This is an optimization exercise on Yosys and OpenROAD, whose aim is small area and a short achievable clock period, not a production implementation.
Function not checked in this run: the RTL went through the layout flow alone.
Power is estimated from default activity; no workload was simulated.

## flow/run.sh

```bash
#!/bin/bash
# synth_recipe.tcl (not shown) runs the flow's synth.tcl, then flattens the netlist and writes it again
# the make line also repeats each setting of config.mk as NAME=value (left out here)
make -C /OpenROAD-flow-scripts/flow DESIGN_CONFIG=/design/flow/config.mk WORK_HOME=/design/flow/orfs CLKGATE_MAP_FILE= SYNTH_SCRIPT=/design/flow/synth_recipe.tcl finish
```

## flow/config.mk

```make
export PLATFORM = sky130hd
export DESIGN_NAME = matrix_mul_sa_pipe
export DESIGN_NICKNAME = matrix_mul_sa_pipe
export VERILOG_FILES = /design/flow/design.v
export SDC_FILE = /design/flow/constraint.sdc
export NUM_CORES = 4
export LEC_CHECK = 0
export CAP_MARGIN = 20
export CORE_MARGIN = 2
export CORE_UTILIZATION = 40
export SLEW_MARGIN = 20
```

## flow/constraint.sdc

```tcl
create_clock -name core_clock -period 5.5 [get_ports {clk}]
set_input_delay 1.1000 -clock core_clock [delete_from_list [all_inputs] [get_ports {clk}]]
set_output_delay 1.1000 -clock core_clock [all_outputs]
set_load 0.01 [all_outputs]
```

## flow/design.v

```verilog
module pe (
    input                    clk,
    input                    load,
    input  signed [7:0]      a,
    input  signed [7:0]      b,
    output reg signed [16:0] acc
);
    localparam [16:0] K3 = 17'b01000001100000000;
    wire pp1;
    wire pp2;
    wire pp3;
    wire pp4;
    wire pp5;
    wire pp6;
    wire pp7;
    wire pp8;
    wire pp9;
    wire pp10;
    wire pp11;
    wire pp12;
    wire pp13;
    wire pp14;
    wire pp15;
    wire pp16;
    wire pp17;
    wire pp18;
    wire pp19;
    wire pp20;
    wire pp21;
    wire pp22;
    wire pp23;
    wire pp24;
    wire pp25;
    wire pp26;
    wire pp27;
    wire pp28;
    wire pp29;
    wire pp30;
    wire pp31;
    wire pp32;
    wire pp33;
    wire pp34;
    wire pp35;
    wire pp36;
    wire pp37;
    wire pp38;
    wire pp39;
    wire pp40;
    wire pp41;
    wire pp42;
    wire pp43;
    wire pp44;
    wire pp45;
    wire pp46;
    wire pp47;
    wire pp48;
    wire pp49;
    wire pp50;
    wire pp51;
    wire pp52;
    wire pp53;
    wire pp54;
    wire pp55;
    wire pp56;
    wire pp57;
    wire pp58;
    wire pp59;
    wire pp60;
    wire pp61;
    wire pp62;
    wire pp63;
    wire pp64;
    wire s65;
    wire c66;
    wire s67;
    wire c68;
    wire s69;
    wire c70;
    wire s71;
    wire c72;
    wire s73;
    wire c74;
    wire s75;
    wire c76;
    wire s77;
    wire c78;
    wire s79;
    wire c80;
    wire s81;
    wire c82;
    wire s83;
    wire c84;
    wire s85;
    wire c86;
    wire s87;
    wire c88;
    wire s89;
    wire c90;
    wire s91;
    wire c92;
    wire s93;
    wire c94;
    wire s95;
    wire c96;
    wire s97;
    wire c98;
    wire s99;
    wire c100;
    wire s101;
    wire c102;
    wire s103;
    wire c104;
    wire s105;
    wire c106;
    wire s107;
    wire c108;
    wire s109;
    wire c110;
    wire s111;
    wire c112;
    wire s113;
    wire c114;
    wire s115;
    wire c116;
    wire s117;
    wire c118;
    wire s119;
    wire c120;
    wire s121;
    wire c122;
    wire s123;
    wire c124;
    wire s125;
    wire c126;
    wire s127;
    wire c128;
    wire s129;
    wire c130;
    wire s131;
    wire c132;
    wire s133;
    wire c134;
    wire s135;
    wire c136;
    wire s137;
    wire c138;
    wire s139;
    wire c140;
    wire s141;
    wire c142;
    wire s143;
    wire c144;
    wire s145;
    wire c146;
    wire s147;
    wire c148;
    wire s149;
    wire c150;
    wire s151;
    wire c152;
    wire s153;
    wire c154;
    wire s155;
    wire c156;
    wire s157;
    wire c158;
    wire s159;
    wire c160;
    wire s161;
    wire c162;
    wire s163;
    wire c164;
    wire s165;
    wire c166;
    wire s167;
    wire c168;
    wire s169;
    wire c170;
    wire s171;
    wire c172;
    wire s173;
    wire c174;
    wire s175;
    wire c176;
    reg q0_0;
    reg q0_1;
    reg q1_1;
    reg q0_2;
    reg q1_2;
    reg q0_3;
    reg q1_3;
    reg q0_4;
    reg q1_4;
    reg q0_5;
    reg q1_5;
    reg q0_6;
    reg q1_6;
    reg q0_7;
    reg q1_7;
    reg q0_8;
    reg q1_8;
    reg q0_9;
    reg q1_9;
    reg q0_10;
    reg q1_10;
    reg q0_11;
    reg q1_11;
    reg q0_12;
    reg q1_12;
    reg q0_13;
    reg q1_13;
    reg q0_14;
    reg q1_14;
    assign pp1 = a[0] & b[0];
    assign pp2 = a[0] & b[1];
    assign pp3 = a[0] & b[2];
    assign pp4 = a[0] & b[3];
    assign pp5 = a[0] & b[4];
    assign pp6 = a[0] & b[5];
    assign pp7 = a[0] & b[6];
    assign pp8 = ~(a[0] & b[7]);
    assign pp9 = a[1] & b[0];
    assign pp10 = a[1] & b[1];
    assign pp11 = a[1] & b[2];
    assign pp12 = a[1] & b[3];
    assign pp13 = a[1] & b[4];
    assign pp14 = a[1] & b[5];
    assign pp15 = a[1] & b[6];
    assign pp16 = ~(a[1] & b[7]);
    assign pp17 = a[2] & b[0];
    assign pp18 = a[2] & b[1];
    assign pp19 = a[2] & b[2];
    assign pp20 = a[2] & b[3];
    assign pp21 = a[2] & b[4];
    assign pp22 = a[2] & b[5];
    assign pp23 = a[2] & b[6];
    assign pp24 = ~(a[2] & b[7]);
    assign pp25 = a[3] & b[0];
    assign pp26 = a[3] & b[1];
    assign pp27 = a[3] & b[2];
    assign pp28 = a[3] & b[3];
    assign pp29 = a[3] & b[4];
    assign pp30 = a[3] & b[5];
    assign pp31 = a[3] & b[6];
    assign pp32 = ~(a[3] & b[7]);
    assign pp33 = a[4] & b[0];
    assign pp34 = a[4] & b[1];
    assign pp35 = a[4] & b[2];
    assign pp36 = a[4] & b[3];
    assign pp37 = a[4] & b[4];
    assign pp38 = a[4] & b[5];
    assign pp39 = a[4] & b[6];
    assign pp40 = ~(a[4] & b[7]);
    assign pp41 = a[5] & b[0];
    assign pp42 = a[5] & b[1];
    assign pp43 = a[5] & b[2];
    assign pp44 = a[5] & b[3];
    assign pp45 = a[5] & b[4];
    assign pp46 = a[5] & b[5];
    assign pp47 = a[5] & b[6];
    assign pp48 = ~(a[5] & b[7]);
    assign pp49 = a[6] & b[0];
    assign pp50 = a[6] & b[1];
    assign pp51 = a[6] & b[2];
    assign pp52 = a[6] & b[3];
    assign pp53 = a[6] & b[4];
    assign pp54 = a[6] & b[5];
    assign pp55 = a[6] & b[6];
    assign pp56 = ~(a[6] & b[7]);
    assign pp57 = ~(a[7] & b[0]);
    assign pp58 = ~(a[7] & b[1]);
    assign pp59 = ~(a[7] & b[2]);
    assign pp60 = ~(a[7] & b[3]);
    assign pp61 = ~(a[7] & b[4]);
    assign pp62 = ~(a[7] & b[5]);
    assign pp63 = ~(a[7] & b[6]);
    assign pp64 = a[7] & b[7];
    assign s65 = pp7 ^ pp14;
    assign c66 = pp7 & pp14;
    assign s67 = pp8 ^ pp15 ^ pp22;
    assign c68 = (pp8 & pp15) | (pp8 & pp22) | (pp15 & pp22);
    assign s69 = pp29 ^ pp36;
    assign c70 = pp29 & pp36;
    assign s71 = pp16 ^ pp23 ^ pp30;
    assign c72 = (pp16 & pp23) | (pp16 & pp30) | (pp23 & pp30);
    assign s73 = pp37 ^ pp44;
    assign c74 = pp37 & pp44;
    assign s75 = pp24 ^ pp31 ^ pp38;
    assign c76 = (pp24 & pp31) | (pp24 & pp38) | (pp31 & pp38);
    assign s77 = pp5 ^ pp12;
    assign c78 = pp5 & pp12;
    assign s79 = pp6 ^ pp13 ^ pp20;
    assign c80 = (pp6 & pp13) | (pp6 & pp20) | (pp13 & pp20);
    assign s81 = pp27 ^ pp34;
    assign c82 = pp27 & pp34;
    assign s83 = pp21 ^ pp28 ^ pp35;
    assign c84 = (pp21 & pp28) | (pp21 & pp35) | (pp28 & pp35);
    assign s85 = pp42 ^ pp49 ^ s65;
    assign c86 = (pp42 & pp49) | (pp42 & s65) | (pp49 & s65);
    assign s87 = pp43 ^ pp50 ^ pp57;
    assign c88 = (pp43 & pp50) | (pp43 & pp57) | (pp50 & pp57);
    assign s89 = s67 ^ s69 ^ c66;
    assign c90 = (s67 & s69) | (s67 & c66) | (s69 & c66);
    assign s91 = pp51 ^ pp58 ^ s71;
    assign c92 = (pp51 & pp58) | (pp51 & s71) | (pp58 & s71);
    assign s93 = s73 ^ c68 ^ c70;
    assign c94 = (s73 & c68) | (s73 & c70) | (c68 & c70);
    assign s95 = pp45 ^ pp52 ^ pp59;
    assign c96 = (pp45 & pp52) | (pp45 & pp59) | (pp52 & pp59);
    assign s97 = s75 ^ c72 ^ c74;
    assign c98 = (s75 & c72) | (s75 & c74) | (c72 & c74);
    assign s99 = pp32 ^ pp39 ^ pp46;
    assign c100 = (pp32 & pp39) | (pp32 & pp46) | (pp39 & pp46);
    assign s101 = pp53 ^ pp60 ^ c76;
    assign c102 = (pp53 & pp60) | (pp53 & c76) | (pp60 & c76);
    assign s103 = pp40 ^ pp47 ^ pp54;
    assign c104 = (pp40 & pp47) | (pp40 & pp54) | (pp47 & pp54);
    assign s105 = pp4 ^ pp11;
    assign c106 = pp4 & pp11;
    assign s107 = pp19 ^ pp26 ^ pp33;
    assign c108 = (pp19 & pp26) | (pp19 & pp33) | (pp26 & pp33);
    assign s109 = pp41 ^ s79 ^ s81;
    assign c110 = (pp41 & s79) | (pp41 & s81) | (s79 & s81);
    assign s111 = s83 ^ s85 ^ c80;
    assign c112 = (s83 & s85) | (s83 & c80) | (s85 & c80);
    assign s113 = s87 ^ s89 ^ c84;
    assign c114 = (s87 & s89) | (s87 & c84) | (s89 & c84);
    assign s115 = s91 ^ s93 ^ c88;
    assign c116 = (s91 & s93) | (s91 & c88) | (s93 & c88);
    assign s117 = s95 ^ s97 ^ c92;
    assign c118 = (s95 & s97) | (s95 & c92) | (s97 & c92);
    assign s119 = s99 ^ s101 ^ c96;
    assign c120 = (s99 & s101) | (s99 & c96) | (s101 & c96);
    assign s121 = pp61 ^ s103 ^ c100;
    assign c122 = (pp61 & s103) | (pp61 & c100) | (s103 & c100);
    assign s123 = pp48 ^ pp55 ^ pp62;
    assign c124 = (pp48 & pp55) | (pp48 & pp62) | (pp55 & pp62);
    assign s125 = pp3 ^ pp10;
    assign c126 = pp3 & pp10;
    assign s127 = pp18 ^ pp25 ^ s105;
    assign c128 = (pp18 & pp25) | (pp18 & s105) | (pp25 & s105);
    assign s129 = s77 ^ s107 ^ c106;
    assign c130 = (s77 & s107) | (s77 & c106) | (s107 & c106);
    assign s131 = c78 ^ s109 ^ c108;
    assign c132 = (c78 & s109) | (c78 & c108) | (s109 & c108);
    assign s133 = c82 ^ s111 ^ c110;
    assign c134 = (c82 & s111) | (c82 & c110) | (s111 & c110);
    assign s135 = c86 ^ s113 ^ c112;
    assign c136 = (c86 & s113) | (c86 & c112) | (s113 & c112);
    assign s137 = c90 ^ s115 ^ c114;
    assign c138 = (c90 & s115) | (c90 & c114) | (s115 & c114);
    assign s139 = c94 ^ s117 ^ c116;
    assign c140 = (c94 & s117) | (c94 & c116) | (s117 & c116);
    assign s141 = c98 ^ s119 ^ c118;
    assign c142 = (c98 & s119) | (c98 & c118) | (s119 & c118);
    assign s143 = c102 ^ s121 ^ c120;
    assign c144 = (c102 & s121) | (c102 & c120) | (s121 & c120);
    assign s145 = c104 ^ s123 ^ c122;
    assign c146 = (c104 & s123) | (c104 & c122) | (s123 & c122);
    assign s147 = pp56 ^ pp63 ^ c124;
    assign c148 = (pp56 & pp63) | (pp56 & c124) | (pp63 & c124);
    always @(posedge clk) begin
        q0_0 <= pp1;
        q0_1 <= pp2;
        q1_1 <= pp9;
        q0_2 <= pp17;
        q1_2 <= s125;
        q0_3 <= s127;
        q1_3 <= c126;
        q0_4 <= s129;
        q1_4 <= c128;
        q0_5 <= s131;
        q1_5 <= c130;
        q0_6 <= s133;
        q1_6 <= c132;
        q0_7 <= s135;
        q1_7 <= c134;
        q0_8 <= s137;
        q1_8 <= c136;
        q0_9 <= s139;
        q1_9 <= c138;
        q0_10 <= s141;
        q1_10 <= c140;
        q0_11 <= s143;
        q1_11 <= c142;
        q0_12 <= s145;
        q1_12 <= c144;
        q0_13 <= s147;
        q1_13 <= c146;
        q0_14 <= pp64;
        q1_14 <= c148;
    end
    wire [16:0] base = load ? K3 : acc;
    assign s149 = base[1] ^ q0_1;
    assign c150 = base[1] & q0_1;
    assign s151 = base[2] ^ q0_2 ^ q1_2;
    assign c152 = (base[2] & q0_2) | (base[2] & q1_2) | (q0_2 & q1_2);
    assign s153 = base[3] ^ q0_3 ^ q1_3;
    assign c154 = (base[3] & q0_3) | (base[3] & q1_3) | (q0_3 & q1_3);
    assign s155 = base[4] ^ q0_4 ^ q1_4;
    assign c156 = (base[4] & q0_4) | (base[4] & q1_4) | (q0_4 & q1_4);
    assign s157 = base[5] ^ q0_5 ^ q1_5;
    assign c158 = (base[5] & q0_5) | (base[5] & q1_5) | (q0_5 & q1_5);
    assign s159 = base[6] ^ q0_6 ^ q1_6;
    assign c160 = (base[6] & q0_6) | (base[6] & q1_6) | (q0_6 & q1_6);
    assign s161 = base[7] ^ q0_7 ^ q1_7;
    assign c162 = (base[7] & q0_7) | (base[7] & q1_7) | (q0_7 & q1_7);
    assign s163 = base[8] ^ q0_8 ^ q1_8;
    assign c164 = (base[8] & q0_8) | (base[8] & q1_8) | (q0_8 & q1_8);
    assign s165 = base[9] ^ q0_9 ^ q1_9;
    assign c166 = (base[9] & q0_9) | (base[9] & q1_9) | (q0_9 & q1_9);
    assign s167 = base[10] ^ q0_10 ^ q1_10;
    assign c168 = (base[10] & q0_10) | (base[10] & q1_10) | (q0_10 & q1_10);
    assign s169 = base[11] ^ q0_11 ^ q1_11;
    assign c170 = (base[11] & q0_11) | (base[11] & q1_11) | (q0_11 & q1_11);
    assign s171 = base[12] ^ q0_12 ^ q1_12;
    assign c172 = (base[12] & q0_12) | (base[12] & q1_12) | (q0_12 & q1_12);
    assign s173 = base[13] ^ q0_13 ^ q1_13;
    assign c174 = (base[13] & q0_13) | (base[13] & q1_13) | (q0_13 & q1_13);
    assign s175 = base[14] ^ q0_14 ^ q1_14;
    assign c176 = (base[14] & q0_14) | (base[14] & q1_14) | (q0_14 & q1_14);
    wire [16:0] r0 = {base[16], base[15], s175, s173, s171, s169, s167, s165, s163, s161, s159, s157, s155, s153, s151, q1_1, base[0]};
    wire [16:0] r1 = {1'b0, c176, c174, c172, c170, c168, c166, c164, c162, c160, c158, c156, c154, c152, c150, s149, q0_0};
    always @(posedge clk)
        acc <= r0 + r1;
endmodule
module matrix_mul_sa_pipe #(
    parameter DW = 8
)(
    input                    clk,
    input                    rst_n,
    input                    start,
    input  signed [DW-1:0]   x_1, x_2, x_3, y_1, y_2, y_3,
    output                   p11_v, p1221_v, p132231_v, p3223_v, p33_v,
    output signed [2*DW:0]   p_1_1, p_1_2, p_1_3, p_2_1, p_2_2, p_2_3, p_3_1, p_3_2, p_3_3
);
    reg [1:0] ph;
    reg       run;
    reg       v0, v1, v2;
    always @(posedge clk or negedge rst_n) begin
        if (!rst_n) begin
            ph  <= 2'd0;
            run <= 1'b0;
            v0  <= 1'b0;
            v1  <= 1'b0;
            v2  <= 1'b0;
        end else if (start) begin
            ph  <= ph + 2'd1;
            if (ph == 2'd3) run <= 1'b1;
            v0  <= run && (ph == 2'd0);
            v1  <= run && (ph == 2'd1);
            v2  <= run && (ph == 2'd2);
        end
    end
    assign p11_v     = v0;
    assign p1221_v   = v1;
    assign p132231_v = v2;
    assign p3223_v   = v2;
    assign p33_v     = v2;
    reg signed [DW-1:0] x1d1, x1d2, x1d3, x2d1, x2d2, x3d1;
    reg signed [DW-1:0] y1d1, y1d2, y1d3, y2d1, y2d2, y3d1;
    always @(posedge clk) begin
        x1d1 <= x_1; x1d2 <= x1d1; x1d3 <= x1d2;
        x2d1 <= x_2; x2d2 <= x2d1;
        x3d1 <= x_3;
        y1d1 <= y_1; y1d2 <= y1d1; y1d3 <= y1d2;
        y2d1 <= y_2; y2d2 <= y2d1;
        y3d1 <= y_3;
    end
    wire [1:0] ph_nx = start ? ph + 2'd1 : ph;
    reg ld1, ld2, ld3;
    always @(posedge clk) begin
        ld1 <= (ph_nx == 2'd2);
        ld2 <= (ph_nx == 2'd3);
        ld3 <= (ph_nx == 2'd0);
    end
    pe pe_11 (.clk(clk), .load(ld1), .a(x1d1), .b(y1d1), .acc(p_1_1));
    pe pe_12 (.clk(clk), .load(ld2), .a(x1d2), .b(y2d1), .acc(p_1_2));
    pe pe_13 (.clk(clk), .load(ld3), .a(x1d3), .b(y3d1), .acc(p_1_3));
    pe pe_21 (.clk(clk), .load(ld2), .a(x2d1), .b(y1d2), .acc(p_2_1));
    pe pe_22 (.clk(clk), .load(ld3), .a(x2d2), .b(y2d2), .acc(p_2_2));
    pe pe_23 (.clk(clk), .load(ld3), .a(x2d2), .b(y3d1), .acc(p_2_3));
    pe pe_31 (.clk(clk), .load(ld3), .a(x3d1), .b(y1d3), .acc(p_3_1));
    pe pe_32 (.clk(clk), .load(ld3), .a(x3d1), .b(y2d2), .acc(p_3_2));
    pe pe_33 (.clk(clk), .load(ld3), .a(x3d1), .b(y3d1), .acc(p_3_3));
endmodule
```

==> run summary <==
==> per-stage QoR <==
| stage | instance area, µm² | util [%] | total power [µW] |
|---|---|---|---|
| floorplan | 33450 | - | 18010 |
| detailed placement | 36720 | 44.09 | 22220 |
| CTS | 38820 | 46.61 | 26690 |
| global route | 38820 | 46.61 | 29190 |
| global placement | 36720 | 44.09 | 22140 |
| finish | 38820 | 46.61 | 26390 |
==> worst max-delay path, stage by stage, from the launching register on <==
cell and delay [ns]:
dfxtp_1 1.01, nand2b_1 0.22, fa_1 0.40, inv_1 0.06, ha_1 0.27, nor2b_1 0.16, o31a_1 0.26, o31a_1 0.30
o21a_1 0.21, o21a_1 0.18, or4_1 0.39, o311ai_1 0.10
==> power breakdown <==
part	switching, µW	internal, µW	total [µW]
clock	1690	2540	4230
combinational	8470	7580	16000
sequential	862	5250	6120
total	11000	15400	26400
==> cell usage after synthesis, types with 5 or more instances <==
library cell	n
nand3_1	22
a211oi_1	6
a31oi_1	11
o21ai_0	46
and3_1	6
o21bai_1	9
or3_1	8
clkbuf_1	65
o41ai_1	5
xor2_1	28
and4_1	5
fa_1	441
xnor2_1	92
nand4_1	5
ha_1	220
a21oi_1	97
o21a_1	25
and2_1	377
or2_2	12
a21o_1	36
nand2b_1	111
nor2_1	92
nand2_1	255
nor2b_1	49
o21ai_1	17
o31ai_1	8
nor3_1	18
dfxtp_1	513
o31a_1	6
dfrtp_1	6
inv_1	764
==> flip-flops by register name, indices dropped and copies added, names as in the netlist, 2 cells and up <==
register and flops:
pe_11.acc 17, pe_12.acc 17, pe_13.acc 17, pe_21.acc 17
pe_22.acc 17, pe_23.acc 17, pe_31.acc 17, pe_32.acc 17
pe_33.acc 17, ph 2, x1d1 8, x1d2 8
x1d3 8, x2d1 8, x2d2 8, x3d1 8
y1d1 8, y1d2 8, y1d3 8, y2d1 8
y2d2 8, y3d1 8
==> per-layer routing <==
| layer | part of all wire (%) | vias to the layer above |
|---|---|---|
| li1 | - | 10740 |
| met1 | 48 | 10830 |
| met2 | 46 | 389 |
| met3 | 4.1 | 100 |
| met4 | 2.3 | 2 |
| met5 | 0.019 | - |
==> placed cells by master, fill, tap and decap left out, types with 5 or more instances in the layout <==
cell / synthesis / final
inv_1: 764 / 764
dfxtp_1: 513 / 511
fa_1: 441 / 441
and2_1: 377 / 377
nand2_1: 255 / 255
ha_1: 220 / 220
clkdlybuf4s50_1: 0 / 208
nand2b_1: 111 / 111
a21oi_1: 97 / 97
nor2_1: 92 / 92
xnor2_1: 92 / 92
clkbuf_16: 0 / 69
nor2b_1: 49 / 49
o21ai_0: 46 / 46
a21o_1: 36 / 36
xor2_1: 28 / 28
o21a_1: 25 / 25
nand3_1: 22 / 22
nor3_1: 18 / 18
o21ai_1: 17 / 17
clkbuf_1: 65 / 16
or2_2: 12 / 12
clkinv_2: 0 / 12
buf_4: 2 / 12
a31oi_1: 11 / 11
o21bai_1: 9 / 9
o31ai_1: 8 / 8
or3_1: 8 / 8
clkbuf_8: 0 / 8
o31a_1: 6 / 6
and3_1: 6 / 6
a211oi_1: 6 / 6
dfrtp_1: 6 / 6
o41ai_1: 5 / 5
and4_1: 5 / 5
nand4_1: 5 / 5
==> cells by family after synthesis <==
logic type      share of synthesized area (%)
simple gates                            15.47
buf+inv                                 9.347
fa+ha+maj                               34.62
flops                                   31.15
compound gates                          6.272
xor+xnor                                3.142
==> final timing paths <==
| kind | from | endpoint | slack [ns] | depth (start not counted) |
|---|---|---|---|---|
| max | ld2 | pe_21.acc[10] | 1.81 | 11 |
| min | pe_33.q0_0 | pe_33.acc[0] | 0.45 | 1 |
| max reg2reg | ld2 | pe_21.acc[10] | 1.81 | 11 |
| min reg2reg | pe_33.q0_0 | pe_33.acc[0] | 0.45 | 1 |
| max in group asynchronous | rst_n | ph[0] | 4.53 | 1 |
| min in group asynchronous | rst_n | v1 | 0.75 | 1 |
==> layout make-up <==
class                           instances  area [µm²]
Tap cell                             1080        1351
Timing Repair Buffer                  220        2172
Sequential cell                       519       10430
Inverter                              764        2868
Multi-Input combinational cell       2073       19910
Fill cell                            7951       44470
Clock buffer                           93        1897
Clock inverter                         20       198.9
==> summary.md <==
| Metric | Value |
|---|---|
| Crit path DAT | `4.17 ns` |
| Clk root buf | `clkbuf_16` |
| Largest cells by area after synthesis | `dfxtp_1, fa_1, inv_1` |
| P&R area growth vs syn | `16.04%` |
| Maximum VDD drop | `481.4 µV` |
| Placer Congestion | `0.8555` |
| Pre-Repair DR Iteration Count | `7` |
| PD cells | `679.9 nW/µm²` |
| Htree depth | `3` |
| Most used routing layer | `met2` |
| Crit. End Element | `flop` |
| Fmax | `271.3 MHz` |
| CP Launch Type | `flop` |
| Dominant synthesized flop cell | `dfxtp_1` |
| Vias | `22060` |
| Setup Fix Bufs, Post-CTS | `0` |
| Global-route track usage on met3 | `2.700%` |
| Post-DR vias/cell | `4.626` |
| Port Buffers | `208` |
| Layout Cells excl Fill | `4769` |
| N_diodes | `0` |
| CTS sink count | `519` |
| CTS Buf Count | `66` |
| Initial antenna violation count | `5` |
| Count of final hold-check violations | `0` |
| Data required, critical path | `5.99 ns` |
| DIE AREA | `85960 µm²` |
| Placed cells | `4656` |
| CTS tree | `yes` |
| Rows | `106` |
| CTS clk-pin slew, worst paths | `0.06 ns` |
| ANT nets after route | `0` |
| Grt met1 use | `24.84%` |
| Post-DP HPWL | `55400 µm` |
| Post_cts resized | `0` |
| Yosys reg bits | `519` |
| Mapped Area | `33450 µm²` |
| RSZ-0062 raised after global routing | `false` |
| Starting density of the core | `40.16%` |
| Setup Skew | `0.02188 ns` |
| DRC violation count after routing | `0` |
| Nets@finish | `4356` |
| Biggest area consumer among synthesized cells | `dfxtp_1` |
| Place WS | `1.795 ns` |
| CTS Buffer Depth | `3` |
| Total GRT Usage | `17.85%` |
| Drt wl/cell | `15.39 µm` |
| Async set-or-reset flop fraction in the synthesized netlist | `1.156%` |
| Slew @ Worst Pin | `1.059 ns` |
| Hold/Removal Path Class | `reg -> reg` |
| Kind of critical path | `reg -> reg` |
| Core area | `83290 µm²` |
| Post-synth EDFFs | `0` |
| CP Max Fanout | `29` |
| Final min period | `3.686 ns` |
| Outcome | `complete, no violations` |
| Syn avg cell area | `9.773 µm²` |
| Syn Inst Count | `3423` |
| Syn nets | `4135` |
| DR iter-0 viols | `955` |
| Height of the chip | `293.2 µm` |
| Total gr overflow | `0` |
| Clk Latency, worst-skew pair | `0.60 ns` |
| Largest net degree at the start of global routing | `51` |
| Max-cap violations | `0` |
| Synthesis warning total | `2` |
| Fin crit share | `67.01%` |
| Yosys top cell area share | `30.70%` |
| Worst setup margin | `1.814 ns` |
| Vias in the first global route | `23230` |
| Rel. slew slack | `29.28%` |
| Final setup TNS | `0 ns` |
| First-pass GRT wire length | `122600 µm` |
| Seq/Total Area, Yosys | `31.15%` |
| Library cells used by synthesis | `63` |
| Met2 Track Usage GR | `29.02%` |
| I/O pins | `209` |
| Worst Hold Margin | `0.4513 ns` |
| Endpoints failing setup | `0` |
| Fraction of layout cells with a size suffix above 1 | `3.416%` |
| Max-slew violations | `0` |
| Leakage | `0.01888 µW` |
| Hold_buf cts | `0` |
| Die width | `293.2 µm` |
| WL final | `73400 µm` |

[what the ideal ports hide]
The results above use ideal ports. As a check the final layout listed here was re-extracted and re-timed, cells and wires unchanged. Step 1: set_driving_cell puts a clkbuf_16 on clk and a buf_2 on each other input, an assumption about the parent block. Step 2 moves the port delays by t, midway between the first and last clock arrival at a register: inputs arrive t later, outputs are due t later. That takes back most of the time a late clock gives input paths. Three values: ideal, step 1, step 2; two values: the first two.
shift t [ns]: 0.655
setup WS [ns]: 1.814 / 1.814 / 1.814
hold WS [ns]: 0.451 / 0.451 / 0.451
latest minus earliest clock arrival (ns): 0.022 / 0.023
After both steps setup and hold are still met in this run. For this run, drivers alone change the setup slack by 0.000 ns; drivers and shift together by 0.000 ns.
